This design comes from an exercise in tuning for small area, a short achievable clock period and few clock cycles per item on the open sky130 flow, not from production work.
Only simulation tests tie the RTL to the original design; equivalence was not proved.
Power is estimated from default activity; no workload was simulated.

==> flow/run.sh <==
#!/bin/bash
export BUFFER_PORTS_ARGS="-buffer_cell sky130_fd_sc_hd__buf_1"
bash standard.sh > standard.log 2>&1
==> standard.sh <==
#!/bin/bash
# synth_recipe.tcl (not shown) runs the flow's synth.tcl, then flattens the netlist and writes it again
# the make line also repeats each setting of config.mk as NAME=value (left out here)
make -C /OpenROAD-flow-scripts/flow DESIGN_CONFIG=/design/flow/config.mk WORK_HOME=/design/flow/orfs CLKGATE_MAP_FILE= SYNTH_SCRIPT=/design/flow/synth_recipe.tcl "${@:-finish}"
==> config.mk <==
export PLATFORM = sky130hd
export DESIGN_NAME = top_k_priority_queue
export DESIGN_NICKNAME = top_k_priority_queue
export VERILOG_FILES = /design/flow/design.v
export SDC_FILE = /design/flow/constraint.sdc
export NUM_CORES = 4
export LEC_CHECK = 0
export CAP_MARGIN = 40
export CORE_AREA = 5 5 335 335
export CTS_CLUSTER_DIAMETER = 70
export CTS_CLUSTER_SIZE = 40
export DIE_AREA = 0 0 340 340
export PLACE_DENSITY = 0.6
export SETUP_SLACK_MARGIN = 3.9
export SLEW_MARGIN = 50
export SYNTH_HIERARCHICAL = 1
==> constraint.sdc <==
create_clock -name core_clock -period 7.0 [get_ports {clk}]
set_input_delay 1.4000 -clock core_clock [delete_from_list [all_inputs] [get_ports {clk}]]
set_output_delay 1.4000 -clock core_clock [all_outputs]
set_load 0.01 [all_outputs]
==> design.v <==
`timescale 1ns / 1ps
module top_k_priority_queue #(
    parameter int K = 8,
    parameter int EMBEDDING_DIM = 2
) (
    input  logic                                    clk,
    input  logic                                    rst_n,
    input  logic                                    push,
    output logic                                    done,
    input  logic [31:0]                             similarity,
    input  logic [31:0]                             doc_index,
    input  logic [EMBEDDING_DIM-1:0][31:0]          vector,
    output logic [K-1:0][31:0]                      topk_similarities,
    output logic [K-1:0][31:0]                      topk_indices,
    output logic [K-1:0][EMBEDDING_DIM-1:0][31:0]   topk_vectors
);
    localparam int W = 64 + 32 * EMBEDDING_DIM;    
    logic [W-1:0] entry [K];
    logic [W-1:0] item;
    logic [K-1:0] above;        
    assign item  = {vector, doc_index, similarity};
    always_ff @(posedge clk or negedge rst_n) begin
        if (!rst_n) done <= 1'b0;
        else if (push) done <= 1'b1;
    end
    for (genvar i = 0; i < K; i++) begin : g_entry
        logic [W-1:0] nxt;
        logic         sel_prev, sel_new, sel_hold;
        topk_gt32 u_cmp (.a(similarity), .b(entry[i][31:0]), .gt(above[i]));
        assign sel_hold = !(push && above[i]);
        if (i == 0) begin : g_first
            assign sel_new = push && above[i];
            topk_sel2 #(.W(W)) u_sel (
                .sel_a(sel_new),  .a(item),
                .sel_b(sel_hold), .b(entry[i]),
                .y(nxt)
            );
        end else begin : g_rest
            assign sel_prev = push && above[i-1];
            assign sel_new  = push && above[i] && !above[i-1];
            topk_sel3 #(.W(W)) u_sel (
                .sel_a(sel_prev), .a(entry[i-1]),
                .sel_b(sel_new),  .b(item),
                .sel_c(sel_hold), .c(entry[i]),
                .y(nxt)
            );
        end
        always_ff @(posedge clk or negedge rst_n) begin
            if (!rst_n) entry[i] <= '0;
            else        entry[i] <= nxt;
        end
        assign topk_similarities[i] = entry[i][31:0];
        assign topk_indices[i]      = entry[i][63:32];
        assign topk_vectors[i]      = entry[i][W-1:64];
    end
endmodule
module topk_sel3 #(
    parameter int W = 128
) (
    input  logic         sel_a,
    input  logic [W-1:0] a,
    input  logic         sel_b,
    input  logic [W-1:0] b,
    input  logic         sel_c,
    input  logic [W-1:0] c,
    output logic [W-1:0] y
);
    logic [W-1:0] ab_n, c_n;
    topk_aoi22 #(.W(W)) u_ab (.s0(sel_a), .d0(a), .s1(sel_b), .d1(b), .y_n(ab_n));
    topk_nand2 #(.W(W)) u_c  (.a({W{sel_c}}), .b(c), .y_n(c_n));
    topk_nand2 #(.W(W)) u_y  (.a(ab_n), .b(c_n), .y_n(y));
endmodule
module topk_aoi22 #(
    parameter int W = 128
) (
    input  logic         s0,
    input  logic [W-1:0] d0,
    input  logic         s1,
    input  logic [W-1:0] d1,
    output logic [W-1:0] y_n
);
    assign y_n = ~(({W{s0}} & d0) | ({W{s1}} & d1));
endmodule
module topk_nand2 #(
    parameter int W = 128
) (
    input  logic [W-1:0] a,
    input  logic [W-1:0] b,
    output logic [W-1:0] y_n
);
    assign y_n = ~(a & b);
endmodule
module topk_sel2 #(
    parameter int W = 128
) (
    input  logic         sel_a,
    input  logic [W-1:0] a,
    input  logic         sel_b,
    input  logic [W-1:0] b,
    output logic [W-1:0] y
);
    assign y = ({W{sel_a}} & a) | ({W{sel_b}} & b);
endmodule
module topk_gt32 (
    input  logic [31:0] a,
    input  logic [31:0] b,
    output logic        gt
);
    logic [31:0] b_n;
    logic [31:0] g0_n, e0_n;
    logic [15:0] g1, e1;
    logic [7:0]  g2_n, e2_n;
    logic [3:0]  g3, e3;
    logic [1:0]  g4_n, e4_n;
    assign b_n = ~b;
    topk_cmp_leaf_g u_l0_lsb (.a(a[0]), .b_n(b_n[0]), .g_n(g0_n[0]));
    assign e0_n[0] = 1'b0;
    for (genvar j = 1; j < 32; j++) begin : g_l0
        topk_cmp_leaf u (.a(a[j]), .b_n(b_n[j]), .g_n(g0_n[j]), .e_n(e0_n[j]));
    end
    topk_cmp_oai_g u_l1_lsb (.g_hi_n(g0_n[1]), .e_hi_n(e0_n[1]), .g_lo_n(g0_n[0]), .g(g1[0]));
    assign e1[0] = 1'b0;
    for (genvar j = 1; j < 16; j++) begin : g_l1
        topk_cmp_oai u (.g_hi_n(g0_n[2*j+1]), .e_hi_n(e0_n[2*j+1]),
                        .g_lo_n(g0_n[2*j]), .e_lo_n(e0_n[2*j]), .g(g1[j]), .e(e1[j]));
    end
    topk_cmp_aoi_g u_l2_lsb (.g_hi(g1[1]), .e_hi(e1[1]), .g_lo(g1[0]), .g_n(g2_n[0]));
    assign e2_n[0] = 1'b0;
    for (genvar j = 1; j < 8; j++) begin : g_l2
        topk_cmp_aoi u (.g_hi(g1[2*j+1]), .e_hi(e1[2*j+1]), .g_lo(g1[2*j]), .e_lo(e1[2*j]),
                        .g_n(g2_n[j]), .e_n(e2_n[j]));
    end
    topk_cmp_oai_g u_l3_lsb (.g_hi_n(g2_n[1]), .e_hi_n(e2_n[1]), .g_lo_n(g2_n[0]), .g(g3[0]));
    assign e3[0] = 1'b0;
    for (genvar j = 1; j < 4; j++) begin : g_l3
        topk_cmp_oai u (.g_hi_n(g2_n[2*j+1]), .e_hi_n(e2_n[2*j+1]),
                        .g_lo_n(g2_n[2*j]), .e_lo_n(e2_n[2*j]), .g(g3[j]), .e(e3[j]));
    end
    topk_cmp_aoi_g u_l4_lsb (.g_hi(g3[1]), .e_hi(e3[1]), .g_lo(g3[0]), .g_n(g4_n[0]));
    assign e4_n[0] = 1'b0;
    topk_cmp_aoi u_l4_msb (.g_hi(g3[3]), .e_hi(e3[3]), .g_lo(g3[2]), .e_lo(e3[2]),
                           .g_n(g4_n[1]), .e_n(e4_n[1]));
    assign gt = !(g4_n[1] && (e4_n[1] || g4_n[0]));
endmodule
module topk_cmp_leaf (
    input  logic a,
    input  logic b_n,
    output logic g_n,
    output logic e_n
);
    assign g_n = !(a && b_n);
    assign e_n = !(a || b_n);
endmodule
module topk_cmp_leaf_g (
    input  logic a,
    input  logic b_n,
    output logic g_n
);
    assign g_n = !(a && b_n);
endmodule
module topk_cmp_aoi_g (
    input  logic g_hi,
    input  logic e_hi,
    input  logic g_lo,
    output logic g_n
);
    assign g_n = !(g_hi || (e_hi && g_lo));
endmodule
module topk_cmp_oai_g (
    input  logic g_hi_n,
    input  logic e_hi_n,
    input  logic g_lo_n,
    output logic g
);
    assign g = !(g_hi_n && (e_hi_n || g_lo_n));
endmodule
module topk_cmp_aoi (
    input  logic g_hi,
    input  logic e_hi,
    input  logic g_lo,
    input  logic e_lo,
    output logic g_n,
    output logic e_n
);
    assign g_n = !(g_hi || (e_hi && g_lo));
    assign e_n = !(g_hi || (e_hi && e_lo));
endmodule
module topk_cmp_oai (
    input  logic g_hi_n,
    input  logic e_hi_n,
    input  logic g_lo_n,
    input  logic e_lo_n,
    output logic g,
    output logic e
);
    assign g = !(g_hi_n && (e_hi_n || g_lo_n));
    assign e = !(g_hi_n && (e_hi_n || e_lo_n));
endmodule
==> impl_metrics.env, run 1 <==
export IMPL_synth_top_family_by_area="compound AO/OA/AOI/OAI gates"
export IMPL_power_density_mw_per_mm2=269
export IMPL_power_frac_seq_pct=45.4
export IMPL_leakage_nw=29.3
export IMPL_synth_warning_count=9
export IMPL_synth_area_leaders="dfrtp_1, nand2_1, a22oi_1"
export IMPL_layout_drive_gt1_share_pct=16.1
export IMPL_ys_ff_latch=1025
export IMPL_end_kind="flip-flop"
export IMPL_rr_worst_depth=12
export IMPL_die_x_microns=340
export IMPL_routed_wl_microns=256000
export IMPL_grt_pass1_wl_microns=336000
export IMPL_layout_cells_non_filler=8111
export IMPL_synth_commonest_cells="nand2_1, dfrtp_1, a22oi_1"
export IMPL_num_nets_final=6756
export IMPL_placementRows=121
export IMPL_busiest_layer="met2"
export IMPL_r2r_end="entry[3][64]"
export IMPL_initial_utilization_pct=45.4
export IMPL_total_power_mw=17.0
export IMPL_gr_usage_met1_pct=52.1
export IMPL_vias=50300
export IMPL_die_area_sq_mm=0.116
export IMPL_path_clk_slew_ns=0.08
export IMPL_dp_hpwl_microns=157000
export IMPL_clkLatencyLatePin_ns=0.71
export IMPL_regArea_sq_mm=0.0256
export IMPL_vdd_drop_max_uv=205
export IMPL_hold_viol=0
export IMPL_p_sw_share_pct=37.7
export IMPL_critPathSlowestCell="clkbuf_16"
export IMPL_combinationalPowerShare_pct=24.8
export IMPL_die_h_microns=340
export IMPL_cp_data_arrival_time_ns=3.74
export IMPL_grt_overflow=0
export IMPL_p_clk_share_pct=29.8
export IMPL_required_ns=7.55
export IMPL_grt_pass1_vias=44900
export IMPL_cp_num_buf_inv=5
export IMPL_netlist_area_leader_share_pct=52.0
export IMPL_h_tree_depth=3
export IMPL_fin_crit_sh_pct=45.6
export IMPL_cts_made_buffers=75
export IMPL_cts_sinks=1025
export IMPL_ant_nets=0
export IMPL_min_delay_path_class="reg -> reg"
export IMPL_cap_violations=0
export IMPL_grt_max_degree=104
export IMPL_use_met3_pct=11.1
export IMPL_p_switching_mw=6.40
export IMPL_placed_area_sq_mm=0.0553
export IMPL_clockRootBuffer="clkbuf_16"
export IMPL_core_area_sq_mm=0.109
export IMPL_status="finished clean"
export IMPL_cts_tree="yes"
export IMPL_syn_inst=5306
export IMPL_antenna_found_initial=22
export IMPL_cp_startpoint="similarity[5]"
export IMPL_portBuffers=1155
export IMPL_drt_iter0_drc=6055
export IMPL_fin_area_sq_mm=0.0631
export IMPL_crit_end="entry[5][31]"
export IMPL_tightest_slew_ns=0.831
export IMPL_setup_viol=0
export IMPL_fin_hold_ws_ns=0.469
export IMPL_n_fill_cell=9617
export IMPL_remaining_drc_errors=0
export IMPL_ys_seq_area_share_pct=52.0
export IMPL_final_setup_tns_ns=0
export IMPL_synth_compound_area_share_pct=24.1
export IMPL_syn_to_final_growth_pct=27.9
export IMPL_crit_chain="buf_4 > buf_12 > buf_4 > nor2_1 > o21ai_1 > a21oi_1 > o21ai_2 > a21oi_2 > o21ai_4 > buf_12 > and2_4 > clkbuf_16 > a22oi_1 > nand2_1"
export IMPL_io_pins=1156
export IMPL_synth_simple_area_share_pct=17.8
export IMPL_cts_hold_buf=0
export IMPL_multiInputGateArea_sq_mm=0.0219
export IMPL_crit_family="compound AO/OA/AOI/OAI gates"
export IMPL_slew_headroom_pct=44.6
export IMPL_cp_max_fo=30
export IMPL_critPathLaunchType="input pin"
export IMPL_synth_async_sr_flop_share_pct=100
export IMPL_first_pass_iters=6
export IMPL_fin_skew_ns=0.0536
export IMPL_yosys_area_top_type="dfrtp_1"
export IMPL_yosys_most_used_dff="dfrtp_1"
export IMPL_track_usage_pct=39.2
export IMPL_rsz0062_at_grt="yes"
export IMPL_detail_route_wl_per_cell_microns=31.5
export IMPL_synth_most_common_cell="nand2_1"
export IMPL_syn_avg_cell_area_sq_um=9.29
export IMPL_cts_buffer_depth=3
export IMPL_drt_vias_per_instance=6.21
export IMPL_slew_viol_final=0
export IMPL_synth_edf_count=0
export IMPL_synthMuxAreaShare_pct=0
export IMPL_placed_cells=7770
export IMPL_path_depth=14
export IMPL_fmax_ghz=0.314
export IMPL_final_min_clock_period_ns=3.19
export IMPL_internal_power_mw=10.6
export IMPL_synth_xor_area_share_pct=0
export IMPL_worst_setup_path_type="in -> reg"
export IMPL_synth_distinct_cells=16
export IMPL_grtUsageMet2_pct=59.3
export IMPL_r2r_start="entry[2][31]"
export IMPL_gp_routability_congestion=0.906
export IMPL_syn_area_sq_mm=0.0493
export IMPL_slowest_delay_ns=0.27
export IMPL_synth_fa_ha_area_share_pct=0
export IMPL_rrSetupSlack_ns=4.32
## power by group through the flow
stage / clock [mW] / combinational [mW] / sequential (mW)
final: 5.06 / 4.20 / 7.72
after global routing: 5.32 / 4.46 / 7.79
after CTS: 5.08 / 3.93 / 7.66
after detailed placement: 0 / 3.78 / 7.76
after global placement: 0 / 3.68 / 7.75
after floorplan: 0 / 1.58 / 7.92
## per-module statistics from Yosys, one instance, submodules excluded, excerpt
module,flip-flops and latches,area [sq um],cells
topk_cmp_leaf,0,7.51,2
topk_cmp_leaf_g,0,3.75,1
topk_cmp_oai,0,10.0,2
topk_cmp_aoi,0,13.8,2
topk_gt32,0,125,33
topk_cmp_aoi_g,0,8.76,1
topk_cmp_oai_g,0,5.00,1
top_k_priority_queue,1025,25800,1050
## worst min-delay path by stage
stage	end	cells after the start	startpoint	slack, ns
final	done	1	done	0.47
after global routing	entry[7][95]	2	entry[7][95]	0.49
after CTS	done	1	done	0.47
after detailed placement	entry[7][77]	2	entry[7][77]	0.45
after global placement	entry[7][116]	2	entry[7][116]	0.45
after floorplan	entry[7][100]	2	entry[7][100]	0.51
## layer usage
layer / part of all wire, % / vias to the layer above
li1: - / 20900
met1: 37 / 25200
met2: 43 / 3486
met3: 13 / 719
met4: 7.0 / 14
met5: 0.039 / -
## cells by family after synthesis
logic type | after synthesis
flip-flops | 1025
buffers and inverters | 482
AND/OR/NAND/NOR | 2319
AO/OA/AOI/OAI | 1480
## metrics by stage
| step | util, % | setup WS [ns] |
|---|---|---|
| 5_1_grt | 58.1 | 3.75 |
| 4_1_cts | 55.3 | 3.83 |
| 3_3_place_gp | 50.3 | 1.98 |
| 3_5_place_dp | 50.9 | 2.12 |
| 6_report | 58.1 | 3.81 |
| 2_1_floorplan | - | 3.53 |
## cell usage in the layout, fill, tap and decap left out, types with 32 or more instances in the layout
| master | instances |
|---|---|
| buf_16 | 60 |
| dfrtp_1 | 1025 |
| buf_4 | 81 |
| nor2_1 | 215 |
| buf_6 | 32 |
| a22oi_2 | 357 |
| inv_1 | 256 |
| clkbuf_16 | 141 |
| a21oi_2 | 99 |
| nand2_1 | 2046 |
| buf_1 | 1123 |
| a21oi_1 | 44 |
| buf_12 | 53 |
| a22o_1 | 128 |
| o21ai_1 | 227 |
| a22oi_1 | 539 |
| o21ai_2 | 77 |
## what timing repair did
action | CTS | global route
setup endpoints to repair | 1022 | 1013
gates cloned | 37 | 72
pin swaps | 17 | 50
buffers inserted | 51 | 31
gates resized for setup | 168 | 308
## state kept, by name, summed over array words and instances, names as in the netlist
| signal | cells |
|---|---|
| entry | 1024 |
| done | 1 |
## area by class of cell
type	instances	area share, %
well taps	1414	2.80
multi-input cells	3814	34.7
flip-flops and latches	1025	40.7
inverters	256	1.52
clock inverters	52	1.12
clock buffers	87	3.30
diodes	10	0.0397
repair buffers	1453	15.9
Testbench counts, summed over its fixed seeds: cycles 24,008, items 24,000.
==> inputs of run 2 (changes only) <==
--- a/design.v
+++ b/design.v
@@ -27,21 +27,24 @@
         logic [W-1:0] nxt;
-        logic         sel_prev, sel_new, sel_hold;
         topk_gt32 u_cmp (.a(similarity), .b(entry[i][31:0]), .gt(above[i]));
-        assign sel_hold = !(push && above[i]);
-        if (i == 0) begin : g_first
-            assign sel_new = push && above[i];
-            topk_sel2 #(.W(W)) u_sel (
-                .sel_a(sel_new),  .a(item),
-                .sel_b(sel_hold), .b(entry[i]),
-                .y(nxt)
-            );
-        end else begin : g_rest
-            assign sel_prev = push && above[i-1];
-            assign sel_new  = push && above[i] && !above[i-1];
-            topk_sel3 #(.W(W)) u_sel (
-                .sel_a(sel_prev), .a(entry[i-1]),
-                .sel_b(sel_new),  .b(item),
-                .sel_c(sel_hold), .c(entry[i]),
-                .y(nxt)
-            );
+        for (genvar h = 0; h < 2; h++) begin : g_half
+            localparam int L = h * (W / 2);
+            logic sel_prev, sel_new, sel_hold;
+            if (i == 0) begin : g_first
+                topk_selgen u_gen (.push(push), .above(above[i]), .above_prev(1'b0),
+                                   .sel_prev(sel_prev), .sel_new(sel_new), .sel_hold(sel_hold));
+                topk_sel2 #(.W(W/2)) u_sel (
+                    .sel_a(sel_new),  .a(item[L +: W/2]),
+                    .sel_b(sel_hold), .b(entry[i][L +: W/2]),
+                    .y(nxt[L +: W/2])
+                );
+            end else begin : g_rest
+                topk_selgen u_gen (.push(push), .above(above[i]), .above_prev(above[i-1]),
+                                   .sel_prev(sel_prev), .sel_new(sel_new), .sel_hold(sel_hold));
+                topk_sel3 #(.W(W/2)) u_sel (
+                    .sel_a(sel_prev), .a(entry[i-1][L +: W/2]),
+                    .sel_b(sel_new),  .b(item[L +: W/2]),
+                    .sel_c(sel_hold), .c(entry[i][L +: W/2]),
+                    .y(nxt[L +: W/2])
+                );
+            end
         end
@@ -55,2 +58,14 @@
     end
+endmodule
+module topk_selgen (
+    input  logic push,
+    input  logic above,
+    input  logic above_prev,
+    output logic sel_prev,
+    output logic sel_new,
+    output logic sel_hold
+);
+    assign sel_prev = push && above_prev;
+    assign sel_new  = push && above && !above_prev;
+    assign sel_hold = !(push && above);
 endmodule
--- a/config.mk
+++ b/config.mk
@@ -8,7 +8,7 @@
 export CAP_MARGIN = 40
-export CORE_AREA = 5 5 335 335
+export CORE_AREA = 5 5 355 355
 export CTS_CLUSTER_DIAMETER = 70
 export CTS_CLUSTER_SIZE = 40
-export DIE_AREA = 0 0 340 340
-export PLACE_DENSITY = 0.6
+export DIE_AREA = 0 0 360 360
+export PLACE_DENSITY = 0.55
 export SETUP_SLACK_MARGIN = 3.9
==> run 2 against run 1 <==
Flip-flop and latch count unchanged. Register-to-register slack got worse by 0.16 ns. Die area rose by 12%. Combinational power is 19% lower. Synthesized area hardly changed. Global-route usage fell by 4.5 points. Maximum frequency rose by 2.8%. Total power fell by 4.1%. Clock skew is 0.0072 ns higher. Sequential share of layout area increased by 0.33 points. Largest power group unchanged.
==> impl_metrics.env, run 2 <==
export IMPL_layout_drive_gt1_share_pct=15.2
export IMPL_whs_path_depth=2
export IMPL_setup_slack_ns=3.90
export IMPL_clkLatencyLatePin_ns=0.72
export IMPL_fin_skew_ns=0.0608
export IMPL_use_met3_pct=8.69
export IMPL_final_setup_tns_ns=0
export IMPL_grt_overflow=0
export IMPL_grt_pass1_wl_microns=335000
export IMPL_grtUsageMet2_pct=58.2
export IMPL_fin_crit_sh_pct=44.3
export IMPL_cts_tree="yes"
export IMPL_h_tree_depth=3
export IMPL_tightest_slew_ns=0.825
export IMPL_rr_worst_depth=14
export IMPL_vias=48100
export IMPL_regMostFlops="entry"
export IMPL_drt_iter0_drc=5185
export IMPL_min_delay_path_class="reg -> reg"
export IMPL_portBuffers=1155
export IMPL_placed_area_sq_mm=0.0550
export IMPL_dp_hpwl_microns=165000
export IMPL_syn_avg_cell_area_sq_um=9.26
export IMPL_cts_made_buffers=83
export IMPL_ant_nets=0
export IMPL_cap_violations=0
export IMPL_n_fill_cell=11800
export IMPL_track_usage_pct=34.8
export IMPL_routed_wl_microns=249000
export IMPL_setup_viol=0
export IMPL_remaining_drc_errors=0
export IMPL_end_kind="flip-flop"
export IMPL_clockRootBuffer="clkbuf_16"
export IMPL_worst_setup_path_type="in -> reg"
export IMPL_grt_pass1_vias=44300
export IMPL_antenna_found_initial=21
export IMPL_power_density_mw_per_mm2=260
export IMPL_path_clk_slew_ns=0.09
export IMPL_detail_route_wl_per_cell_microns=29.9
export IMPL_hold_viol=0
export IMPL_slew_headroom_pct=45.0
export IMPL_reg_largest_list="entry: 1024 flops, done: 1 flops"
export IMPL_initial_utilization_pct=40.5
export IMPL_first_pass_iters=7
export IMPL_syn_inst=5329
export IMPL_fmax_ghz=0.322
export IMPL_rsz0062_at_grt="yes"
export IMPL_slew_viol_final=0
export IMPL_die_area_sq_mm=0.130
export IMPL_total_power_mw=16.3
export IMPL_gr_usage_met1_pct=40.1
export IMPL_busiest_layer="met2"
export IMPL_cts_sinks=1025
export IMPL_grt_max_degree=112
export IMPL_synth_warning_count=9
export IMPL_cts_hold_buf=0
export IMPL_syn_area_sq_mm=0.0493
export IMPL_critPathLaunchType="input pin"
export IMPL_preCtsSetupSlack_ns=2.00
export IMPL_vdd_drop_max_uv=221
export IMPL_syn_to_final_growth_pct=26.8
export IMPL_die_h_microns=360
export IMPL_layout_commonest_cell="nand2_1"
export IMPL_final_min_clock_period_ns=3.10
export IMPL_drt_vias_per_instance=5.76
export IMPL_core_area_sq_mm=0.122
export IMPL_placementRows=128
export IMPL_die_x_microns=360
export IMPL_cp_max_fo=20
export IMPL_cp_data_arrival_time_ns=3.69
export IMPL_fin_area_sq_mm=0.0626
export IMPL_required_ns=7.59
export IMPL_leakage_nw=29.2
export IMPL_cts_buffer_depth=3
export IMPL_gp_routability_congestion=0.915
export IMPL_layout_common_cells="nand2_1, buf_1, dfrtp_1, a22oi_1, a22oi_2"
export IMPL_io_pins=1156
export IMPL_num_nets_final=6769
export IMPL_status="finished clean"
export IMPL_largest_reg_flops=1024
## run 2: per-layer routing
metal  wire [microns]  vias to the layer above
met5                0                        -
met4            20800                        0
met3            21400                      621
met2           119000                     2387
met1            87800                    24100
li1                 -                    21000
## run 2: final cells by class
type                    instances  area (sq um)  area share [%]
well taps                    1625          2030            3.25
flip-flops and latches       1025         25600            41.0
inverters                     256           961            1.54
repair buffers               1427          8830            14.1
clock buffers                  88          2110            3.36
multi-input cells            3845         21900            35.1
clock inverters                68          1010            1.61
diodes                         19          47.5          0.0760
## run 2: what timing repair did
item,4_1_cts,5_1_grt
cloned,21,51
setup buffers,64,39
resized for setup,186,318
endpoints found under the setup margin,1025,831
pin swaps,31,68
## run 2: worst max-delay path: stages
cell and delay [ns]:
buf_12 0.13, buf_6 0.14, nor2_4 0.11, o21ai_2 0.09
a21oi_4 0.23, o21ai_4 0.12, a21oi_4 0.23, o21ai_4 0.09
buf_6 0.14, buf_6 0.14, and3b_4 0.24, buf_12 0.16
clkbuf_16 0.20, a22oi_2 0.16, nand2_1 0.07
## run 2: final timing paths
kind | from | to | slack [ns]
setup / recovery | similarity[29] | entry[6][66] | 3.90
hold / removal | entry[7][79] | entry[7][79] | 0.47
setup reg to reg | entry[6][15] | entry[6][66] | 4.16
hold reg to reg | entry[7][79] | entry[7][79] | 0.47
max in group asynchronous | rst_n | entry[7][5] | 4.77
min in group asynchronous | rst_n | entry[5][68] | 0.66
## run 2: report_power, final
group          internal, mW  switching [mW]
registers              6.61           0.809
logic                  1.08            2.32
clock network          2.64            2.83
## run 2: through the flow
step | hold slack (ns) | utilization, % | instances
after floorplan | 0.504 | - | 5330
after global placement | 0.448 | 44.5 | 7972
after detailed placement | 0.454 | 45.2 | 7998
after CTS | 0.474 | 49.1 | 8239
after global routing | 0.490 | 51.4 | 8348
final | 0.469 | 51.4 | 8353
Testbench counts of run 2, summed over its fixed seeds: cycles 24,008, items 24,000.
==> inputs of run 3 (changes only) <==
--- a/design.v
+++ b/design.v
@@ -28,4 +28,4 @@
         topk_gt32 u_cmp (.a(similarity), .b(entry[i][31:0]), .gt(above[i]));
-        for (genvar h = 0; h < 2; h++) begin : g_half
-            localparam int L = h * (W / 2);
+        for (genvar h = 0; h < 4; h++) begin : g_part
+            localparam int L = h * (W / 4);
             logic sel_prev, sel_new, sel_hold;
@@ -34,6 +34,6 @@
                                    .sel_prev(sel_prev), .sel_new(sel_new), .sel_hold(sel_hold));
-                topk_sel2 #(.W(W/2)) u_sel (
-                    .sel_a(sel_new),  .a(item[L +: W/2]),
-                    .sel_b(sel_hold), .b(entry[i][L +: W/2]),
-                    .y(nxt[L +: W/2])
+                topk_sel2 #(.W(W/4)) u_sel (
+                    .sel_a(sel_new),  .a(item[L +: W/4]),
+                    .sel_b(sel_hold), .b(entry[i][L +: W/4]),
+                    .y(nxt[L +: W/4])
                 );
@@ -42,7 +42,7 @@
                                    .sel_prev(sel_prev), .sel_new(sel_new), .sel_hold(sel_hold));
-                topk_sel3 #(.W(W/2)) u_sel (
-                    .sel_a(sel_prev), .a(entry[i-1][L +: W/2]),
-                    .sel_b(sel_new),  .b(item[L +: W/2]),
-                    .sel_c(sel_hold), .c(entry[i][L +: W/2]),
-                    .y(nxt[L +: W/2])
+                topk_sel3 #(.W(W/4)) u_sel (
+                    .sel_a(sel_prev), .a(entry[i-1][L +: W/4]),
+                    .sel_b(sel_new),  .b(item[L +: W/4]),
+                    .sel_c(sel_hold), .c(entry[i][L +: W/4]),
+                    .y(nxt[L +: W/4])
                 );
==> run 3 against run 2 <==
Still clean. Synthesized area fell by 2.9%. Core utilization decreased by 2.4 points. Wire length shrank 8.1%. Clock-buffer cell count fell by 3. Flip-flop and latch count is the same. First-iteration DRC count is 0.58% higher. Sequential share of layout area grew 2.0 points. Non-clock buffer count is 113 lower. Largest cell class unchanged. Largest power group unchanged. Highest routed layer unchanged.
==> impl_metrics.env, run 3 <==
export IMPL_status="finished clean"
export IMPL_vias=46800
export IMPL_syn_inst=5343
export IMPL_detail_route_wl_per_cell_microns=27.7
export IMPL_cts_tree="yes"
export IMPL_placementRows=128
export IMPL_grt_pass1_wl_microns=316000
export IMPL_syn_area_sq_mm=0.0479
export IMPL_die_h_microns=360
export IMPL_leakage_nw=28.4
export IMPL_cts_buffer_depth=3
export IMPL_setup_viol=0
export IMPL_min_from="entry[7][34]"
export IMPL_grt_overflow=0
export IMPL_cp_max_fo=14
export IMPL_cp_startpoint="similarity[29]"
export IMPL_remaining_drc_errors=0
export IMPL_grt_pass1_vias=43000
export IMPL_cts_made_buffers=81
export IMPL_clkLatencyLatePin_ns=0.70
export IMPL_gp_routability_congestion=0.939
export IMPL_fin_crit_sh_pct=45.0
export IMPL_largest_reg_flops=1024
export IMPL_layout_common_cells="nand2_1, buf_1, dfrtp_1, a22oi_1, inv_1"
export IMPL_slowest_delay_ns=0.43
export IMPL_crit_chain="buf_4 > buf_12 > nor2_2 > o21ai_1 > a21oi_4 > o21ai_4 > a21oi_4 > o21ai_4 > buf_8 > and3b_4 > buf_6 > a22oi_1 > nand2_1"
export IMPL_num_nets_final=6701
export IMPL_first_pass_iters=6
export IMPL_routed_wl_microns=229000
export IMPL_clockRootBuffer="clkbuf_16"
export IMPL_die_x_microns=360
export IMPL_tightest_slew_ns=0.883
export IMPL_drt_iter0_drc=5215
export IMPL_r2r_start="entry[1][29]"
export IMPL_h_tree_depth=3
export IMPL_fin_area_sq_mm=0.0596
export IMPL_total_power_mw=15.8
export IMPL_end_kind="flip-flop"
export IMPL_final_setup_tns_ns=0
export IMPL_cap_violations=0
export IMPL_grt_max_degree=121
export IMPL_fin_skew_ns=0.0408
export IMPL_cp_data_arrival_time_ns=3.76
export IMPL_cts_hold_buf=0
export IMPL_fmax_ghz=0.318
export IMPL_final_min_clock_period_ns=3.15
export IMPL_track_usage_pct=32.3
export IMPL_required_ns=7.61
export IMPL_path_clk_slew_ns=0.08
export IMPL_portBuffers=1155
export IMPL_synth_warning_count=9
export IMPL_placed_area_sq_mm=0.0538
export IMPL_layout_drive_gt1_share_pct=10.6
export IMPL_drt_vias_per_instance=5.65
export IMPL_worst_setup_path_type="in -> reg"
export IMPL_critPathSlowestCell="and3b_4"
export IMPL_rsz0062_at_grt="yes"
export IMPL_reg_largest_list="entry: 1024 flops, done: 1 flops"
export IMPL_power_density_mw_per_mm2=265
export IMPL_hold_viol=0
export IMPL_antenna_found_initial=19
export IMPL_syn_avg_cell_area_sq_um=8.97
export IMPL_core_area_sq_mm=0.122
export IMPL_regMostFlops="entry"
export IMPL_critPathLaunchType="input pin"
export IMPL_min_delay_path_class="reg -> reg"
export IMPL_cts_sinks=1025
export IMPL_die_area_sq_mm=0.130
export IMPL_dp_hpwl_microns=158000
export IMPL_initial_utilization_pct=39.4
export IMPL_syn_to_final_growth_pct=24.4
export IMPL_layout_commonest_cell="nand2_1"
export IMPL_vdd_drop_max_uv=199
export IMPL_io_pins=1156
export IMPL_ant_nets=0
export IMPL_slew_headroom_pct=41.1
export IMPL_slew_viol_final=0
## run 3: layer usage
layer	up-vias	wire length, microns	GRT usage (%)
met5	-	0	0
met4	0	15500	19.1
met3	477	19100	7.50
met2	2163	107000	51.6
met1	23200	87900	40.3
li1	20900	-	-
## run 3: final timing paths
check	end	cells past startpoint	slack, ns
min reg2reg	entry[7][34]	2	0.47
max in group asynchronous	entry[4][99]	5	4.60
min in group asynchronous	entry[0][105]	1	0.69
max reg2reg	entry[1][84]	14	4.25
max	entry[7][44]	13	3.85
min	entry[7][34]	2	0.47
## run 3: area by class of cell
class | count | area (sq um)
Multi-Input combinational cell | 3892 | 21100
Clock buffer | 85 | 2070
Fill cell | 12000 | 62100
Timing Repair Buffer | 1314 | 6850
Clock inverter | 66 | 896
Tap cell | 1625 | 2030
Sequential cell | 1025 | 25600
Inverter | 256 | 961
Antenna cell | 19 | 47.5
## run 3: report_power, final
part	internal, mW	switching, mW
clock	2.44	2.74
combinational	0.978	2.30
sequential	6.61	0.737
## run 3: timing repair
action                                  in CTS  in global routing
gates resized for setup                    130                335
cloned                                       7                 34
pin swaps                                    8                 64
endpoints found under the setup margin    1026               1013
buffers inserted                            16                 27
## run 3: through the flow
stage	hold slack (ns)	setup slack [ns]	cells	util (%)
after floorplan	0.504	3.93	5346	-
after global placement	0.447	1.81	8019	43.9
after detailed placement	0.454	2.33	8027	44.2
after CTS	0.473	3.85	8201	47.2
after global routing	0.491	3.84	8281	49.0
final	0.468	3.85	8282	49.0
## run 3: worst max-delay path: cells and delay by family
family | cells | cell delay [ns]
AOI/OAI and AO/OA | 6 | 0.94
and+or+nand+nor | 3 | 0.64
buffers and inverters | 4 | 0.73
Testbench counts of run 3, summed over its fixed seeds: cycles 24,008, items 24,000.
==> inputs of run 4 (changes only) <==
--- a/config.mk
+++ b/config.mk
@@ -13,3 +13,3 @@
 export PLACE_DENSITY = 0.55
-export SETUP_SLACK_MARGIN = 3.9
+export SETUP_SLACK_MARGIN = 3.95
 export SLEW_MARGIN = 50
==> run 4 against run 3 <==
Global-route usage decreased by 0.33 points. Sequential share of layout area decreased by 0.87 points. Core utilization increased by 1.0 points. Total power increased by 0.75%. Critical path depth increased by 2. Maximum frequency decreased by 1.3%. Critical path type unchanged.
==> impl_metrics.env, run 4 <==
export IMPL_status="finished clean"
export IMPL_vdd_drop_max_uv=219
export IMPL_layout_commonest_cell="nand2_1"
export IMPL_core_area_sq_mm=0.122
export IMPL_dp_hpwl_microns=158000
export IMPL_vias=47400
export IMPL_detail_route_wl_per_cell_microns=28.2
export IMPL_fin_crit_sh_pct=45.6
export IMPL_syn_to_final_growth_pct=27.0
export IMPL_gp_routability_congestion=0.966
export IMPL_power_density_mw_per_mm2=262
export IMPL_first_pass_iters=6
export IMPL_path_clk_slew_ns=0.08
export IMPL_min_from="entry[7][80]"
export IMPL_syn_inst=5343
export IMPL_layout_common_cells="nand2_1, buf_1, dfrtp_1, a22oi_1, inv_1"
export IMPL_combinationalPowerShare_pct=21.1
export IMPL_initial_utilization_pct=39.4
export IMPL_rrSetupSlack_ns=4.16
export IMPL_worst_setup_path_type="in -> reg"
export IMPL_cap_violations=0
export IMPL_rsz0062_at_grt="yes"
export IMPL_end_kind="flip-flop"
export IMPL_die_h_microns=360
export IMPL_track_usage_pct=32.0
export IMPL_p_sw_share_pct=36.4
export IMPL_largest_reg_flops=1024
export IMPL_n_fill_cell=11900
export IMPL_slew_viol_final=0
export IMPL_cp_data_arrival_time_ns=3.74
export IMPL_r2r_end="entry[5][13]"
export IMPL_drt_iter0_drc=4975
export IMPL_grt_overflow=0
export IMPL_power_frac_seq_pct=46.1
export IMPL_final_setup_tns_ns=0
export IMPL_num_nets_final=6721
export IMPL_grt_pass1_vias=43000
export IMPL_rr_worst_depth=14
export IMPL_drt_vias_per_instance=5.71
export IMPL_min_delay_path_class="reg -> reg"
export IMPL_critPathLaunchType="input pin"
export IMPL_setup_slack_ns=3.81
export IMPL_utilization_pct=50.0
export IMPL_die_x_microns=360
export IMPL_fmax_ghz=0.314
export IMPL_clkLatencyLatePin_ns=0.69
export IMPL_grt_max_degree=110
export IMPL_cts_buffer_depth=3
export IMPL_placementRows=128
export IMPL_synth_warning_count=9
export IMPL_slew_headroom_pct=46.4
export IMPL_placed_cells=8028
export IMPL_tightest_slew_ns=0.804
export IMPL_cts_made_buffers=81
export IMPL_whs_path_depth=2
export IMPL_remaining_drc_errors=0
export IMPL_clockRootBuffer="clkbuf_16"
export IMPL_p_clk_share_pct=32.8
export IMPL_cp_max_fo=8
export IMPL_reg_largest_list="entry: 1024 flops, done: 1 flops"
export IMPL_layout_drive_gt1_share_pct=12.5
export IMPL_setup_viol=0
export IMPL_cts_tree="yes"
export IMPL_io_pins=1156
export IMPL_syn_avg_cell_area_sq_um=8.97
export IMPL_h_tree_depth=3
export IMPL_routed_wl_microns=234000
export IMPL_fin_area_sq_mm=0.0609
export IMPL_whs_endpoint="entry[7][80]"
export IMPL_layout_cells_non_filler=8306
export IMPL_grt_pass1_wl_microns=313000
export IMPL_placed_area_sq_mm=0.0538
export IMPL_regMostFlops="entry"
export IMPL_r2r_start="entry[5][31]"
export IMPL_antenna_found_initial=27
export IMPL_leakage_nw=28.8
export IMPL_p_switching_mw=5.81
export IMPL_cts_sinks=1025
export IMPL_syn_area_sq_mm=0.0479
export IMPL_required_ns=7.55
export IMPL_die_area_sq_mm=0.130
export IMPL_fin_skew_ns=0.0400
export IMPL_internal_power_mw=10.1
export IMPL_portBuffers=1155
export IMPL_cts_hold_buf=0
export IMPL_ant_nets=0
export IMPL_hold_viol=0
export IMPL_final_min_clock_period_ns=3.19
export IMPL_preCtsSetupSlack_ns=2.26
## run 4: changes by cell type in the layout (fill, tap and decap cells not counted), moves of 10 or more
cell and change:
clkbuf_4 -12, clkbuf_16 +24, o21ai_2 +10, a22oi_2 +114
buf_12 +20, a22oi_1 -114
## run 4: power by group through the flow
stage | Sequential [mW] | Clock, mW | Combinational, mW
3_5_place_dp | 7.42 | 0 | 3.10
3_3_place_gp | 7.40 | 0 | 3.04
4_1_cts | 7.30 | 5.32 | 3.13
2_1_floorplan | 7.56 | 0 | 1.23
6_report | 7.35 | 5.23 | 3.36
5_1_grt | 7.43 | 5.54 | 3.62
## run 4: cell type report
cell class,count,area [sq um],share of cell area (%)
timing repair buffer,1333,7620,12.5
tap,1625,2030,3.34
clock inverter,63,830,1.36
antenna,22,55.1,0.0905
multi-input combinational,3893,21600,35.5
sequential,1025,25600,42.1
inverter,256,961,1.58
clock buffer,89,2130,3.50
## run 4: how the worst max path moves through the flow
stage | from | endpoint | slack, ns | depth (start not counted)
after floorplan | similarity[26] | entry[7][0] | 3.93 | 9
after global placement | similarity[10] | entry[7][89] | 2.03 | 12
after detailed placement | similarity[30] | entry[7][15] | 2.26 | 12
after CTS | similarity[30] | entry[5][13] | 3.92 | 13
after global routing | similarity[31] | entry[5][13] | 3.79 | 15
final | similarity[31] | entry[5][13] | 3.81 | 15
## run 4: through the flow
step / total power, mW / hold WS, ns
after CTS: 15.8 / 0.472
final: 15.9 / 0.465
after floorplan: 8.79 / 0.504
after detailed placement: 10.5 / 0.454
after global placement: 10.4 / 0.449
after global routing: 16.6 / 0.489
## run 4: repair_timing
item | 4_1_cts | 5_1_grt
gates resized for setup | 106 | 519
cloned | 4 | 62
endpoints found under the setup margin | 1028 | 1021
setup buffers | 16 | 21
pin swaps | 6 | 171
## run 4: critical path, cell delays in order
cell and delay (ns):
buf_12 0.12, buf_12 0.14, nor2_4 0.15, o21ai_4 0.09
buf_6 0.13, a21oi_4 0.18, o21ai_4 0.11, a21oi_4 0.24
o21ai_4 0.08, buf_4 0.16, buf_4 0.14, and3b_2 0.30
buf_12 0.19, a22oi_2 0.22, nand2_1 0.08
## run 4: per-layer routing
layer / GRT usage (%) / wire (microns) / up-vias
met4: 19.5 / 16800 / 0
met2: 50.5 / 107000 / 2238
met1: 39.8 / 90000 / 23600
met3: 7.90 / 20200 / 529
met5: 0 / 0 / -
li1: - / - / 21000
==> inputs of run 5 (changes only) <==
--- a/config.mk
+++ b/config.mk
@@ -13,3 +13,3 @@
 export PLACE_DENSITY = 0.55
-export SETUP_SLACK_MARGIN = 3.95
+export SETUP_SLACK_MARGIN = 3.8
 export SLEW_MARGIN = 50
==> run 5 against run 4 <==
Still clean. Critical path depth shrank 2. Total power shrank 1.5%. Via count shrank 3.1%. Combinational power shrank 8.3%. Global-route usage shrank 0.47 points. Largest cell class unchanged.
==> impl_metrics.env, run 5 <==
export IMPL_power_density_mw_per_mm2=271
export IMPL_h_tree_depth=3
export IMPL_io_pins=1156
export IMPL_cts_made_buffers=81
export IMPL_slowest_delay_ns=0.54
export IMPL_cp_data_arrival_time_ns=3.83
export IMPL_ant_nets=0
export IMPL_crit_family="compound AO/OA/AOI/OAI gates"
export IMPL_grt_pass1_vias=43100
export IMPL_end_kind="flip-flop"
export IMPL_required_ns=7.59
export IMPL_placementRows=128
export IMPL_syn_inst=5343
export IMPL_whs_path_depth=2
export IMPL_cts_buffer_depth=3
export IMPL_fmax_ghz=0.308
export IMPL_fin_crit_sh_pct=46.3
export IMPL_worst_setup_path_type="in -> reg"
export IMPL_final_setup_tns_ns=0
export IMPL_status="finished clean"
export IMPL_remaining_drc_errors=0
export IMPL_routed_wl_microns=217000
export IMPL_syn_to_final_growth_pct=21.0
export IMPL_vias=45900
export IMPL_antenna_found_initial=20
export IMPL_critPathLaunchType="input pin"
export IMPL_grt_max_degree=120
export IMPL_regMostFlops="entry"
export IMPL_layout_cells_non_filler=8252
export IMPL_final_min_clock_period_ns=3.24
export IMPL_portBuffers=1155
export IMPL_cp_num_buf_inv=4
export IMPL_hold_viol=0
export IMPL_dp_hpwl_microns=155000
export IMPL_slew_viol_final=0
export IMPL_placed_cells=8046
export IMPL_leakage_nw=27.9
export IMPL_cts_tree="yes"
export IMPL_layout_common_cells="nand2_1, buf_1, dfrtp_1, a22oi_1, o21ai_1"
export IMPL_clkLatencyLatePin_ns=0.69
export IMPL_syn_area_sq_mm=0.0479
export IMPL_clockRootBuffer="clkbuf_16"
export IMPL_crit_chain="buf_1 > buf_12 > nor2_1 > o21ai_2 > a21oi_2 > o21ai_2 > a21oi_2 > o21ai_4 > buf_12 > buf_4 > and2_2 > a22oi_1 > nand2_1"
export IMPL_critPathSlowestCell="and2_2"
export IMPL_die_area_sq_mm=0.130
export IMPL_detail_route_wl_per_cell_microns=26.2
export IMPL_r2r_start="entry[5][31]"
export IMPL_rsz0062_at_grt="yes"
export IMPL_min_from="entry[7][68]"
export IMPL_path_clk_slew_ns=0.09
export IMPL_total_power_mw=15.7
export IMPL_cp_startpoint="similarity[31]"
export IMPL_die_h_microns=360
export IMPL_cap_violations=0
export IMPL_drt_vias_per_instance=5.57
export IMPL_layout_commonest_cell="nand2_1"
export IMPL_grt_overflow=0
export IMPL_synth_warning_count=9
export IMPL_gp_routability_congestion=0.937
export IMPL_syn_avg_cell_area_sq_um=8.97
export IMPL_path_depth=13
export IMPL_layout_drive_gt1_share_pct=7.65
export IMPL_first_pass_iters=6
export IMPL_cp_max_fo=24
export IMPL_reg_largest_list="entry: 1024 flops, done: 1 flops"
export IMPL_tightest_slew_ns=0.803
export IMPL_die_x_microns=360
export IMPL_grt_pass1_wl_microns=310000
export IMPL_rr_worst_depth=12
export IMPL_largest_reg_flops=1024
export IMPL_slew_headroom_pct=46.5
export IMPL_vdd_drop_max_uv=266
export IMPL_fin_skew_ns=0.0514
export IMPL_drt_iter0_drc=4347
export IMPL_core_area_sq_mm=0.122
export IMPL_track_usage_pct=31.5
export IMPL_num_nets_final=6678
export IMPL_setup_viol=0
export IMPL_cts_sinks=1025
export IMPL_min_delay_path_class="reg -> reg"
export IMPL_initial_utilization_pct=39.4
run 5: cell count changes in the layout (fill, tap and decap cells not counted), moves of 11 or more:
cell / before / now
a22oi_2: 172 / 7
a22oi_1: 724 / 889
nor2_1: 225 / 246
buf_4: 49 / 64
clkbuf_16: 123 / 83
buf_1: 1118 / 1144
nor2_2: 18 / 2
nand2_1: 2051 / 2072
a21oi_1: 43 / 55
nand2_4: 22 / 4
buf_12: 60 / 30
o21ai_1: 235 / 266
o21ai_2: 66 / 38
buf_8: 18 / 7
run 5: through the flow:
step | hold slack [ns] | util [%] | cell area [sq um] | setup slack, ns
2_1_floorplan | 0.504 | - | 47900 | 3.71
3_3_place_gp | 0.450 | 44.1 | 53700 | 1.77
3_5_place_dp | 0.452 | 44.2 | 53800 | 2.38
4_1_cts | 0.473 | 47.0 | 57200 | 3.80
5_1_grt | 0.478 | 47.6 | 58000 | 3.71
6_report | 0.469 | 47.6 | 58000 | 3.76
run 5: tightest hold or removal path: stages (launching register included):
cell     delay, ns
dfrtp_1       0.35
nand2_1       0.05
nand2_1       0.05
run 5: where the power goes:
part           switching (mW)  leakage (nW)  internal [mW]
Clock                    2.76          1.43           2.51
Combinational            2.15          12.9          0.935
Sequential              0.743          13.6           6.61
run 5: final timing paths:
| check | endpoint | slack (ns) |
|---|---|---|
| max in group asynchronous | entry[7][51] | 4.80 |
| max reg2reg | entry[6][72] | 4.28 |
| min | entry[7][68] | 0.47 |
| max | entry[6][72] | 3.76 |
| min in group asynchronous | entry[6][89] | 0.67 |
| min reg2reg | entry[7][68] | 0.47 |
run 5: per-layer routing:
metal	wire length [microns]	global-route usage, %	share of wire [%]
met3	18000	7.89	8.3
met5	16	0	0.0074
met2	100000	50.4	46
met1	85500	40.1	39
met4	12800	15.5	5.9
run 5: what timing repair did:
item,in CTS,in global routing
buffers inserted,19,6
hold buffers,0,0
cloned,4,10
pin swaps,9,12
resized for setup,48,139
endpoints found under the setup margin,1024,1009
run 5: final cells by class:
class,count,area (sq um)
tap,1625,2030
timing repair buffer,1298,6130
antenna,15,37.5
sequential,1025,25600
clock inverter,62,875
inverter,256,961
fill,12300,63700
clock buffer,86,2100
multi-input combinational,3885,20200
==> inputs of run 6 (changes only) <==
--- a/config.mk
+++ b/config.mk
@@ -13,3 +13,3 @@
 export PLACE_DENSITY = 0.55
-export SETUP_SLACK_MARGIN = 3.8
+export SETUP_SLACK_MARGIN = 3.7
 export SLEW_MARGIN = 50
==> run 6 against run 5 <==
Combinational power about the same. Synthesized cell count is the same. Still clean on timing, DRC and antenna. Final area fell by 0.66%. Sequential share of layout area increased by 0.29 points. Total power decreased by 0.26%. Via count decreased by 0.55%.
==> impl_metrics.env, run 6 <==
export IMPL_largest_reg_flops=1024
export IMPL_die_x_microns=360
export IMPL_detail_route_wl_per_cell_microns=25.9
export IMPL_p_switching_mw=5.62
export IMPL_hold_viol=0
export IMPL_portBuffers=1155
export IMPL_cp_data_arrival_time_ns=3.76
export IMPL_cts_sinks=1025
export IMPL_die_area_sq_mm=0.130
export IMPL_crit_chain="buf_1 > buf_8 > nor2_1 > o21ai_1 > a21oi_1 > o21ai_2 > a21oi_2 > o21ai_4 > buf_12 > buf_4 > and3b_1 > buf_6 > a22oi_1 > nand2_1"
export IMPL_p_clk_share_pct=33.6
export IMPL_whs_path_depth=2
export IMPL_crit_family="compound AO/OA/AOI/OAI gates"
export IMPL_worst_setup_path_type="in -> reg"
export IMPL_power_frac_seq_pct=46.9
export IMPL_wl_met1_microns=84100
export IMPL_cp_max_fo=32
export IMPL_syn_area_sq_mm=0.0479
export IMPL_drt_iter0_drc=4408
export IMPL_tightest_slew_ns=0.750
export IMPL_slew_headroom_pct=50.0
export IMPL_fin_skew_ns=0.0530
export IMPL_placementRows=128
export IMPL_grt_overflow=0
export IMPL_r2r_start="entry[2][29]"
export IMPL_initial_utilization_pct=39.4
export IMPL_remaining_drc_errors=0
export IMPL_clkLatencyLatePin_ns=0.70
export IMPL_cap_violations=0
export IMPL_clockRootBuffer="clkbuf_16"
export IMPL_final_setup_tns_ns=0
export IMPL_vias=45700
export IMPL_layout_common_cells="nand2_1, buf_1, dfrtp_1, a22oi_1, o21ai_1"
export IMPL_num_nets_final=6665
export IMPL_layout_drive_gt1_share_pct=7.08
export IMPL_top_layer="met5"
export IMPL_critPathLaunchType="input pin"
export IMPL_min_delay_path_class="reg -> reg"
export IMPL_p_sw_share_pct=35.9
export IMPL_cp_num_buf_inv=5
export IMPL_leakage_nw=27.8
export IMPL_r2r_end="entry[3][47]"
export IMPL_slew_viol_final=0
export IMPL_fmax_ghz=0.310
export IMPL_rr_worst_depth=11
export IMPL_syn_avg_cell_area_sq_um=8.97
export IMPL_setup_slack_ns=3.77
export IMPL_cts_buffer_depth=3
export IMPL_cts_made_buffers=81
export IMPL_reg_largest_list="entry: 1024 flops, done: 1 flops"
export IMPL_cts_tree="yes"
export IMPL_grt_pass1_wl_microns=309000
export IMPL_io_pins=1156
export IMPL_die_h_microns=360
export IMPL_cts_hold_buf=0
export IMPL_preCtsSetupSlack_ns=2.38
export IMPL_vdd_drop_max_uv=263
export IMPL_drt_vias_per_instance=5.54
export IMPL_fin_crit_sh_pct=46.1
export IMPL_grt_pass1_vias=43000
export IMPL_layout_commonest_cell="nand2_1"
export IMPL_synth_warning_count=9
export IMPL_setup_viol=0
export IMPL_internal_power_mw=10.0
export IMPL_power_density_mw_per_mm2=272
export IMPL_slowest_delay_ns=0.31
export IMPL_met3WireLength_microns=18200
export IMPL_met2_length_microns=99100
export IMPL_track_usage_pct=31.4
export IMPL_syn_to_final_growth_pct=20.2
export IMPL_routed_wl_microns=214000
export IMPL_status="finished clean"
export IMPL_core_area_sq_mm=0.122
export IMPL_combinationalPowerShare_pct=19.5
export IMPL_critPathSlowestCell="a22oi_1"
export IMPL_gp_routability_congestion=0.937
export IMPL_end_kind="flip-flop"
export IMPL_path_clk_slew_ns=0.08
export IMPL_whs_endpoint="entry[7][117]"
export IMPL_rrSetupSlack_ns=4.32
export IMPL_grt_max_degree=120
export IMPL_rsz0062_at_grt="no"
export IMPL_regMostFlops="entry"
export IMPL_final_min_clock_period_ns=3.23
export IMPL_required_ns=7.54
export IMPL_h_tree_depth=3
export IMPL_ant_nets=0
export IMPL_dp_hpwl_microns=155000
export IMPL_syn_inst=5343
export IMPL_antenna_found_initial=19
export IMPL_first_pass_iters=6
export IMPL_min_from="entry[7][117]"
==> run 6: final cells by class <==
| type | count | area (sq um) |
|---|---|---|
| Antenna cell | 16 | 40.0 |
| Clock buffer | 86 | 2100 |
| Clock inverter | 62 | 875 |
| Fill cell | 12400 | 64100 |
| Inverter | 256 | 961 |
| Multi-Input combinational cell | 3878 | 20000 |
| Sequential cell | 1025 | 25600 |
| Tap cell | 1625 | 2030 |
| Timing Repair Buffer | 1292 | 5910 |
==> run 6: worst max-delay path by stage <==
stage,start,end,slack (ns),cells after the start
floorplan,similarity[26],entry[1][0],3.71,9
global placement,similarity[9],entry[7][106],1.77,11
finish,similarity[31],entry[7][79],3.77,14
CTS,similarity[27],entry[3][41],3.67,12
global route,similarity[31],entry[7][79],3.69,14
detailed placement,similarity[18],entry[2][0],2.38,11
==> run 6: per-stage QoR <==
stage	power (mW)	utilization, %	std cells	hold WS (ns)	area, sq um
after floorplan	8.79	-	5346	0.504	47900
after global placement	10.4	44.1	8045	0.450	53700
after detailed placement	10.5	44.2	8046	0.452	53800
after CTS	15.7	46.9	8214	0.473	57100
after global routing	16.4	47.3	8237	0.478	57600
final	15.7	47.3	8240	0.470	57600
==> run 6: power groups by stage <==
stage | Sequential, mW | Clock (mW) | Combinational [mW]
2_1_floorplan | 7.56 | 0 | 1.23
3_3_place_gp | 7.43 | 0 | 2.97
3_5_place_dp | 7.44 | 0 | 3.03
4_1_cts | 7.33 | 5.35 | 3.04
5_1_grt | 7.43 | 5.59 | 3.34
6_report | 7.35 | 5.26 | 3.05
==> run 6: metal layers <==
metal / vias to the layer above / GRT usage (%)
met4: 2 / 15.3
li1: 20800 / -
met5: - / 0
met1: 22700 / 39.9
met3: 362 / 7.94
met2: 1824 / 50.2
==> run 6: worst min-delay path, cell delays in order (launching register included) <==
cell and delay [ns]:
dfrtp_1 0.34, nand2_1 0.05, nand2_1 0.05
==> run 6: timing repair <==
item                                    4_1_cts  5_1_grt
gates resized for setup                      32       79
endpoints found under the setup margin     1024      932
cloned                                        1        5
pin swaps                                     9        3
buffers inserted                             19        1
==> inputs of run 7 (changes only) <==
--- a/config.mk
+++ b/config.mk
@@ -13,3 +13,3 @@
 export PLACE_DENSITY = 0.55
-export SETUP_SLACK_MARGIN = 3.7
+export SETUP_SLACK_MARGIN = 3.5
 export SLEW_MARGIN = 50
==> run 7 against run 6 <==
Global-route usage shrank 0.15 points. Clock power is essentially flat. Register-to-register slack lost 0.29 ns. Critical path depth shrank 2. Highest routed layer unchanged. Maximum frequency shrank 6.9%. Clock skew shrank 0.0023 ns. Final cell count is essentially flat. Hold slack is essentially flat. Setup slack lost 0.24 ns.
==> impl_metrics.env, run 7 <==
export IMPL_cp_data_arrival_time_ns=4.05
export IMPL_antenna_found_initial=19
export IMPL_initial_utilization_pct=39.4
export IMPL_num_nets_final=6659
export IMPL_h_tree_depth=3
export IMPL_worst_setup_path_type="in -> reg"
export IMPL_final_setup_tns_ns=0
export IMPL_syn_to_final_growth_pct=19.5
export IMPL_cp_max_fo=32
export IMPL_preCtsSetupSlack_ns=2.38
export IMPL_largest_reg_flops=1024
export IMPL_layout_commonest_cell="nand2_1"
export IMPL_internal_power_mw=10.0
export IMPL_die_area_sq_mm=0.130
export IMPL_setup_slack_ns=3.53
export IMPL_routed_wl_microns=212000
export IMPL_vdd_drop_max_uv=263
export IMPL_core_area_sq_mm=0.122
export IMPL_reg_largest_list="entry: 1024 flops, done: 1 flops"
export IMPL_placed_cells=8046
export IMPL_crit_chain="buf_1 > buf_4 > nor2_1 > o21ai_1 > a21oi_1 > o21ai_1 > a21oi_1 > o21ai_4 > buf_12 > and3b_4 > a22oi_1 > nand2_1"
export IMPL_fin_skew_ns=0.0508
export IMPL_grt_pass1_wl_microns=308000
export IMPL_cts_tree="yes"
export IMPL_crit_family="compound AO/OA/AOI/OAI gates"
export IMPL_required_ns=7.58
export IMPL_regMostFlops="entry"
export IMPL_clkLatencyLatePin_ns=0.69
export IMPL_layout_cells_non_filler=8235
export IMPL_placementRows=128
export IMPL_rrSetupSlack_ns=4.03
export IMPL_r2r_start="entry[2][27]"
export IMPL_slew_viol_final=0
export IMPL_path_clk_slew_ns=0.08
export IMPL_path_depth=12
export IMPL_cts_hold_buf=0
export IMPL_detail_route_wl_per_cell_microns=25.7
export IMPL_syn_avg_cell_area_sq_um=8.97
export IMPL_syn_area_sq_mm=0.0479
export IMPL_critPathSlowestCell="and3b_4"
export IMPL_tightest_slew_ns=0.733
export IMPL_placed_area_sq_mm=0.0538
export IMPL_whs_path_depth=2
export IMPL_critPathLaunchType="input pin"
export IMPL_remaining_drc_errors=0
export IMPL_p_switching_mw=5.60
export IMPL_vias=45600
export IMPL_gp_routability_congestion=0.937
export IMPL_final_min_clock_period_ns=3.47
export IMPL_portBuffers=1155
export IMPL_power_frac_seq_pct=47.0
export IMPL_status="finished clean"
export IMPL_total_power_mw=15.6
export IMPL_setup_viol=0
export IMPL_fin_hold_ws_ns=0.470
export IMPL_leakage_nw=27.7
export IMPL_cp_num_buf_inv=3
export IMPL_rr_worst_depth=11
export IMPL_min_from="entry[7][116]"
export IMPL_cap_violations=0
export IMPL_r2r_end="entry[3][41]"
export IMPL_min_delay_path_class="reg -> reg"
export IMPL_drt_vias_per_instance=5.54
export IMPL_regArea_sq_mm=0.0256
export IMPL_utilization_pct=47.1
export IMPL_power_density_mw_per_mm2=273
export IMPL_fmax_ghz=0.288
export IMPL_cts_made_buffers=81
export IMPL_n_fill_cell=12400
export IMPL_die_x_microns=360
export IMPL_clockRootBuffer="clkbuf_16"
export IMPL_grt_pass1_vias=42900
export IMPL_io_pins=1156
export IMPL_multiInputGateArea_sq_mm=0.0199
export IMPL_syn_inst=5343
export IMPL_slowest_delay_ns=0.67
export IMPL_end_kind="flip-flop"
export IMPL_fin_area_sq_mm=0.0573
export IMPL_grt_max_degree=120
export IMPL_layout_common_cells="nand2_1, buf_1, dfrtp_1, a22oi_1, o21ai_1"
export IMPL_p_clk_share_pct=33.6
export IMPL_layout_drive_gt1_share_pct=6.55
export IMPL_synth_warning_count=9
export IMPL_die_h_microns=360
export IMPL_whs_endpoint="entry[7][116]"
export IMPL_cts_sinks=1025
export IMPL_cts_buffer_depth=3
export IMPL_dp_hpwl_microns=155000
export IMPL_drt_iter0_drc=4186
export IMPL_first_pass_iters=6
export IMPL_p_sw_share_pct=35.8
export IMPL_combinationalPowerShare_pct=19.3
export IMPL_ant_nets=0
export IMPL_track_usage_pct=31.2
export IMPL_hold_viol=0
export IMPL_fin_crit_sh_pct=49.5
export IMPL_grt_overflow=0
export IMPL_slew_headroom_pct=51.1
export IMPL_rsz0062_at_grt="yes"
## run 7: area by class of cell
cell class,count,share of cell area [%]
clock buffer,86,3.66
sequential,1025,44.8
tap,1625,3.55
timing repair buffer,1289,9.99
clock inverter,62,1.53
antenna,17,0.0743
inverter,256,1.68
multi-input combinational,3875,34.7
## run 7: power by group through the flow
stage	Sequential, mW	Clock (mW)	Combinational [mW]
after detailed placement	7.44	0	3.03
after CTS	7.33	5.35	3.03
final	7.35	5.26	3.02
after floorplan	7.56	0	1.23
after global routing	7.43	5.59	3.32
after global placement	7.43	0	2.97
## run 7: timing repair
action	4_1_cts	5_1_grt
gates resized for setup	20	11
cloned	0	2
endpoints found under the setup margin	951	763
pin swaps	1	8
setup buffers	2	15
## run 7: tightest hold or removal path, stage by stage, from the launching register on
cell	delay, ns
dfrtp_1	0.35
nand2_1	0.05
nand2_1	0.05
## run 7: how the worst max path moves through the flow
stage,to,slack (ns),from
detailed placement,entry[2][0],2.38,similarity[18]
global placement,entry[7][106],1.77,similarity[9]
CTS,entry[4][95],3.50,similarity[27]
finish,entry[3][41],3.53,similarity[27]
global route,entry[3][41],3.42,similarity[31]
floorplan,entry[1][0],3.71,similarity[26]
## run 7: per-layer routing
layer	up-vias	wire length (microns)	track usage (%)
met2	1812	98000	50.0
met5	-	16	0
li1	20800	-	-
met3	359	17400	7.81
met1	22600	84200	39.7
met4	2	12300	15.4
==> inputs of run 8 (changes only) <==
--- a/design.v
+++ b/design.v
@@ -82,26 +82,3 @@
 );
-    logic [W-1:0] ab_n, c_n;
-    topk_aoi22 #(.W(W)) u_ab (.s0(sel_a), .d0(a), .s1(sel_b), .d1(b), .y_n(ab_n));
-    topk_nand2 #(.W(W)) u_c  (.a({W{sel_c}}), .b(c), .y_n(c_n));
-    topk_nand2 #(.W(W)) u_y  (.a(ab_n), .b(c_n), .y_n(y));
-endmodule
-module topk_aoi22 #(
-    parameter int W = 128
-) (
-    input  logic         s0,
-    input  logic [W-1:0] d0,
-    input  logic         s1,
-    input  logic [W-1:0] d1,
-    output logic [W-1:0] y_n
-);
-    assign y_n = ~(({W{s0}} & d0) | ({W{s1}} & d1));
-endmodule
-module topk_nand2 #(
-    parameter int W = 128
-) (
-    input  logic [W-1:0] a,
-    input  logic [W-1:0] b,
-    output logic [W-1:0] y_n
-);
-    assign y_n = ~(a & b);
+    assign y = ({W{sel_a}} & a) | ({W{sel_b}} & b) | ({W{sel_c}} & c);
 endmodule
--- a/config.mk
+++ b/config.mk
@@ -13,3 +13,3 @@
 export PLACE_DENSITY = 0.55
-export SETUP_SLACK_MARGIN = 3.5
+export SETUP_SLACK_MARGIN = 3.8
 export SLEW_MARGIN = 50
==> run 8 against run 7 <==
Wire length increased by 8.0%. Combinational power increased by 8.6%. Synthesized area decreased by 1.5%. Core utilization increased by 0.085 points. Clock-buffer cell count decreased by 1. Die area unchanged. Critical path type unchanged.
==> impl_metrics.env, run 8 <==
export IMPL_path_clk_slew_ns=0.10
export IMPL_layout_common_cells="inv_1, buf_1, dfrtp_1, a222oi_1, nand2_1"
export IMPL_hold_viol=0
export IMPL_drt_iter0_drc=9240
export IMPL_syn_avg_cell_area_sq_um=10.4
export IMPL_drt_vias_per_instance=6.21
export IMPL_fin_skew_ns=0.0492
export IMPL_die_area_sq_mm=0.130
export IMPL_fmax_ghz=0.312
export IMPL_ant_nets=0
export IMPL_cts_buffer_depth=3
export IMPL_io_pins=1156
export IMPL_h_tree_depth=3
export IMPL_core_area_sq_mm=0.122
export IMPL_gp_routability_congestion=0.935
export IMPL_syn_to_final_growth_pct=21.5
export IMPL_fin_crit_sh_pct=45.8
export IMPL_grt_max_degree=99
export IMPL_cts_made_buffers=79
export IMPL_slew_headroom_pct=47.5
export IMPL_dp_hpwl_microns=158000
export IMPL_cp_data_arrival_time_ns=3.79
export IMPL_required_ns=7.58
export IMPL_final_setup_tns_ns=0
export IMPL_routed_wl_microns=229000
export IMPL_clockRootBuffer="clkbuf_16"
export IMPL_cp_num_buf_inv=7
export IMPL_min_delay_path_class="reg -> reg"
export IMPL_rsz0062_at_grt="yes"
export IMPL_setup_viol=0
export IMPL_tightest_slew_ns=0.790
export IMPL_reg_largest_list="entry: 1024 flops, done: 1 flops"
export IMPL_initial_utilization_pct=38.8
export IMPL_antenna_found_initial=24
export IMPL_vias=45700
export IMPL_critPathSlowestCell="a222oi_1"
export IMPL_num_nets_final=5794
export IMPL_syn_area_sq_mm=0.0472
export IMPL_vdd_drop_max_uv=210
export IMPL_power_density_mw_per_mm2=276
export IMPL_syn_inst=4531
export IMPL_slowest_delay_ns=0.31
export IMPL_crit_chain="buf_12 > buf_12 > nor2_4 > o21ai_2 > a21oi_2 > o21ai_2 > a21oi_4 > o21ai_4 > buf_12 > buf_12 > buf_6 > and3b_4 > clkbuf_16 > a222oi_1 > inv_1"
export IMPL_slew_viol_final=0
export IMPL_leakage_nw=30.3
export IMPL_placed_cells=7162
export IMPL_synth_warning_count=9
export IMPL_die_x_microns=360
export IMPL_regMostFlops="entry"
export IMPL_crit_top_cell="buf_12"
export IMPL_first_pass_iters=14
export IMPL_end_kind="flip-flop"
export IMPL_cts_sinks=1025
export IMPL_remaining_drc_errors=0
export IMPL_crit_family="compound AO/OA/AOI/OAI gates"
export IMPL_placementRows=128
export IMPL_grt_pass1_vias=42100
export IMPL_clkLatencyLatePin_ns=0.71
export IMPL_status="finished clean"
export IMPL_cap_violations=0
export IMPL_cts_tree="yes"
export IMPL_portBuffers=1155
export IMPL_layout_drive_gt1_share_pct=10.5
export IMPL_grt_overflow=0
export IMPL_detail_route_wl_per_cell_microns=31.1
export IMPL_worst_setup_path_type="in -> reg"
export IMPL_largest_reg_flops=1024
export IMPL_final_min_clock_period_ns=3.21
export IMPL_cp_max_fo=8
export IMPL_critPathLaunchType="input pin"
export IMPL_layout_cells_non_filler=7371
export IMPL_layout_commonest_cell="inv_1"
export IMPL_track_usage_pct=32.7
export IMPL_die_h_microns=360
export IMPL_grt_pass1_wl_microns=319000
==> run 8: repair_timing <==
action	4_1_cts	5_1_grt
gates cloned	2	18
endpoints found under the hold margin	0	0
resized for setup	90	229
setup buffers	17	8
setup endpoints to repair	1024	1011
pin swaps	13	100
hold buffers	0	0
==> run 8: metal layers <==
layer  vias to the layer above  share of wire, %  GRT usage, %
met5                         -            0.0092             0
met4                         4               6.1          16.2
met3                       526                12          10.5
met2                      3039                45          50.7
met1                     23100                36          41.3
li1                      19100                 -             -
==> run 8: area by class of cell <==
class	count	area (sq um)
flip-flops and latches	1025	25600
inverters	1152	4320
fillers	11700	64300
well taps	1625	2030
clock inverters	63	832
multi-input cells	2088	15900
clock buffers	85	2040
repair buffers	1317	6570
diodes	16	40.0
==> run 8: where the power goes <==
part           internal, mW  total (mW)  switching [mW]
Combinational          1.08        3.28            2.20
Clock                  2.40        5.12            2.72
Sequential             6.61        7.42           0.807
Total                  10.1        15.8            5.73
==> run 8: final timing paths <==
check,startpoint,slack [ns],cells past startpoint,to
min,entry[7][83],0.49,2,entry[7][83]
min reg2reg,entry[7][83],0.49,2,entry[7][83]
max in group asynchronous,rst_n,4.82,3,entry[2][127]
max reg2reg,entry[1][13],4.14,14,entry[1][59]
min in group asynchronous,rst_n,0.63,1,entry[0][42]
max,similarity[13],3.79,15,entry[1][59]
==> run 8: worst register-to-register path, cell delays in order, from the launching register on <==
cell       delay [ns]
dfrtp_1          0.49
inv_1            0.14
nor2_4           0.13
o21ai_2          0.08
a21oi_2          0.20
o21ai_2          0.11
a21oi_4          0.25
o21ai_4          0.12
buf_12           0.15
buf_12           0.12
buf_6            0.11
and3b_4          0.25
clkbuf_16        0.21
a222oi_1         0.32
inv_1            0.08
==> run 8: metrics by stage <==
stage	instance area (sq um)	hold WS, ns	total power, mW	utilization (%)	setup slack (ns)
floorplan	47300	0.504	8.91	-	3.88
global placement	52600	0.467	10.6	43.2	1.87
detailed placement	52700	0.472	10.6	43.3	2.10
CTS	56200	0.495	15.7	46.2	3.76
global route	57400	0.512	16.4	47.1	3.75
finish	57400	0.491	15.8	47.1	3.79
Testbench counts of run 8, summed over its fixed seeds: cycles 24,008, items 24,000.

afterwards: timing with drivers on the ports:
Ports are ideal in the flow. The routed layouts listed here were re-timed in OpenROAD.
Step 1 assumes that a clkbuf_16 drives the clock port and a buf_2 every other input.
Step 2 also shifts input and output timing later by t, the mid clock arrival at the registers, as if the neighbouring blocks saw the same clock.
Slacks: ideal / step 1 / step 2; pairs: ideal / step 1.
| run | t, ns | setup WS [ns] | hold slack, ns | worst setup path at the end | worst slew at a driven data input, ns |
|---|---|---|---|---|---|
| run 1 | 0.754 | 3.810 / 3.814 / 3.060 | 0.469 / 0.469 / 0.469 | input to register | 0.33 |
| run 2 | 0.766 | 3.898 / 3.888 / 3.123 | 0.469 / 0.469 / 0.469 | input to register | 0.25 |
| run 3 | 0.748 | 3.853 / 3.876 / 3.145 | 0.468 / 0.468 / 0.468 | input to register | 0.24 |
| run 4 | 0.750 | 3.811 / 3.825 / 3.075 | 0.465 / 0.465 / 0.465 | input to register | 0.25 |
| run 5 | 0.741 | 3.758 / 3.806 / 3.065 | 0.469 / 0.469 / 0.469 | input to register | 0.22 |
| run 6 | 0.744 | 3.772 / 3.823 / 3.080 | 0.470 / 0.470 / 0.470 | input to register | 0.22 |
| run 7 | 0.740 | 3.532 / 3.587 / 2.847 | 0.470 / 0.470 / 0.470 | input to register | 0.21 |
| run 8 | 0.751 | 3.791 / 3.764 / 3.057 | 0.491 / 0.491 / 0.491 | input to register | 0.29 |
After both steps every run listed still meets setup and hold. The setup slack of run 2, which loses most, moves by -0.010 ns with the drivers and by -0.775 ns with both steps.
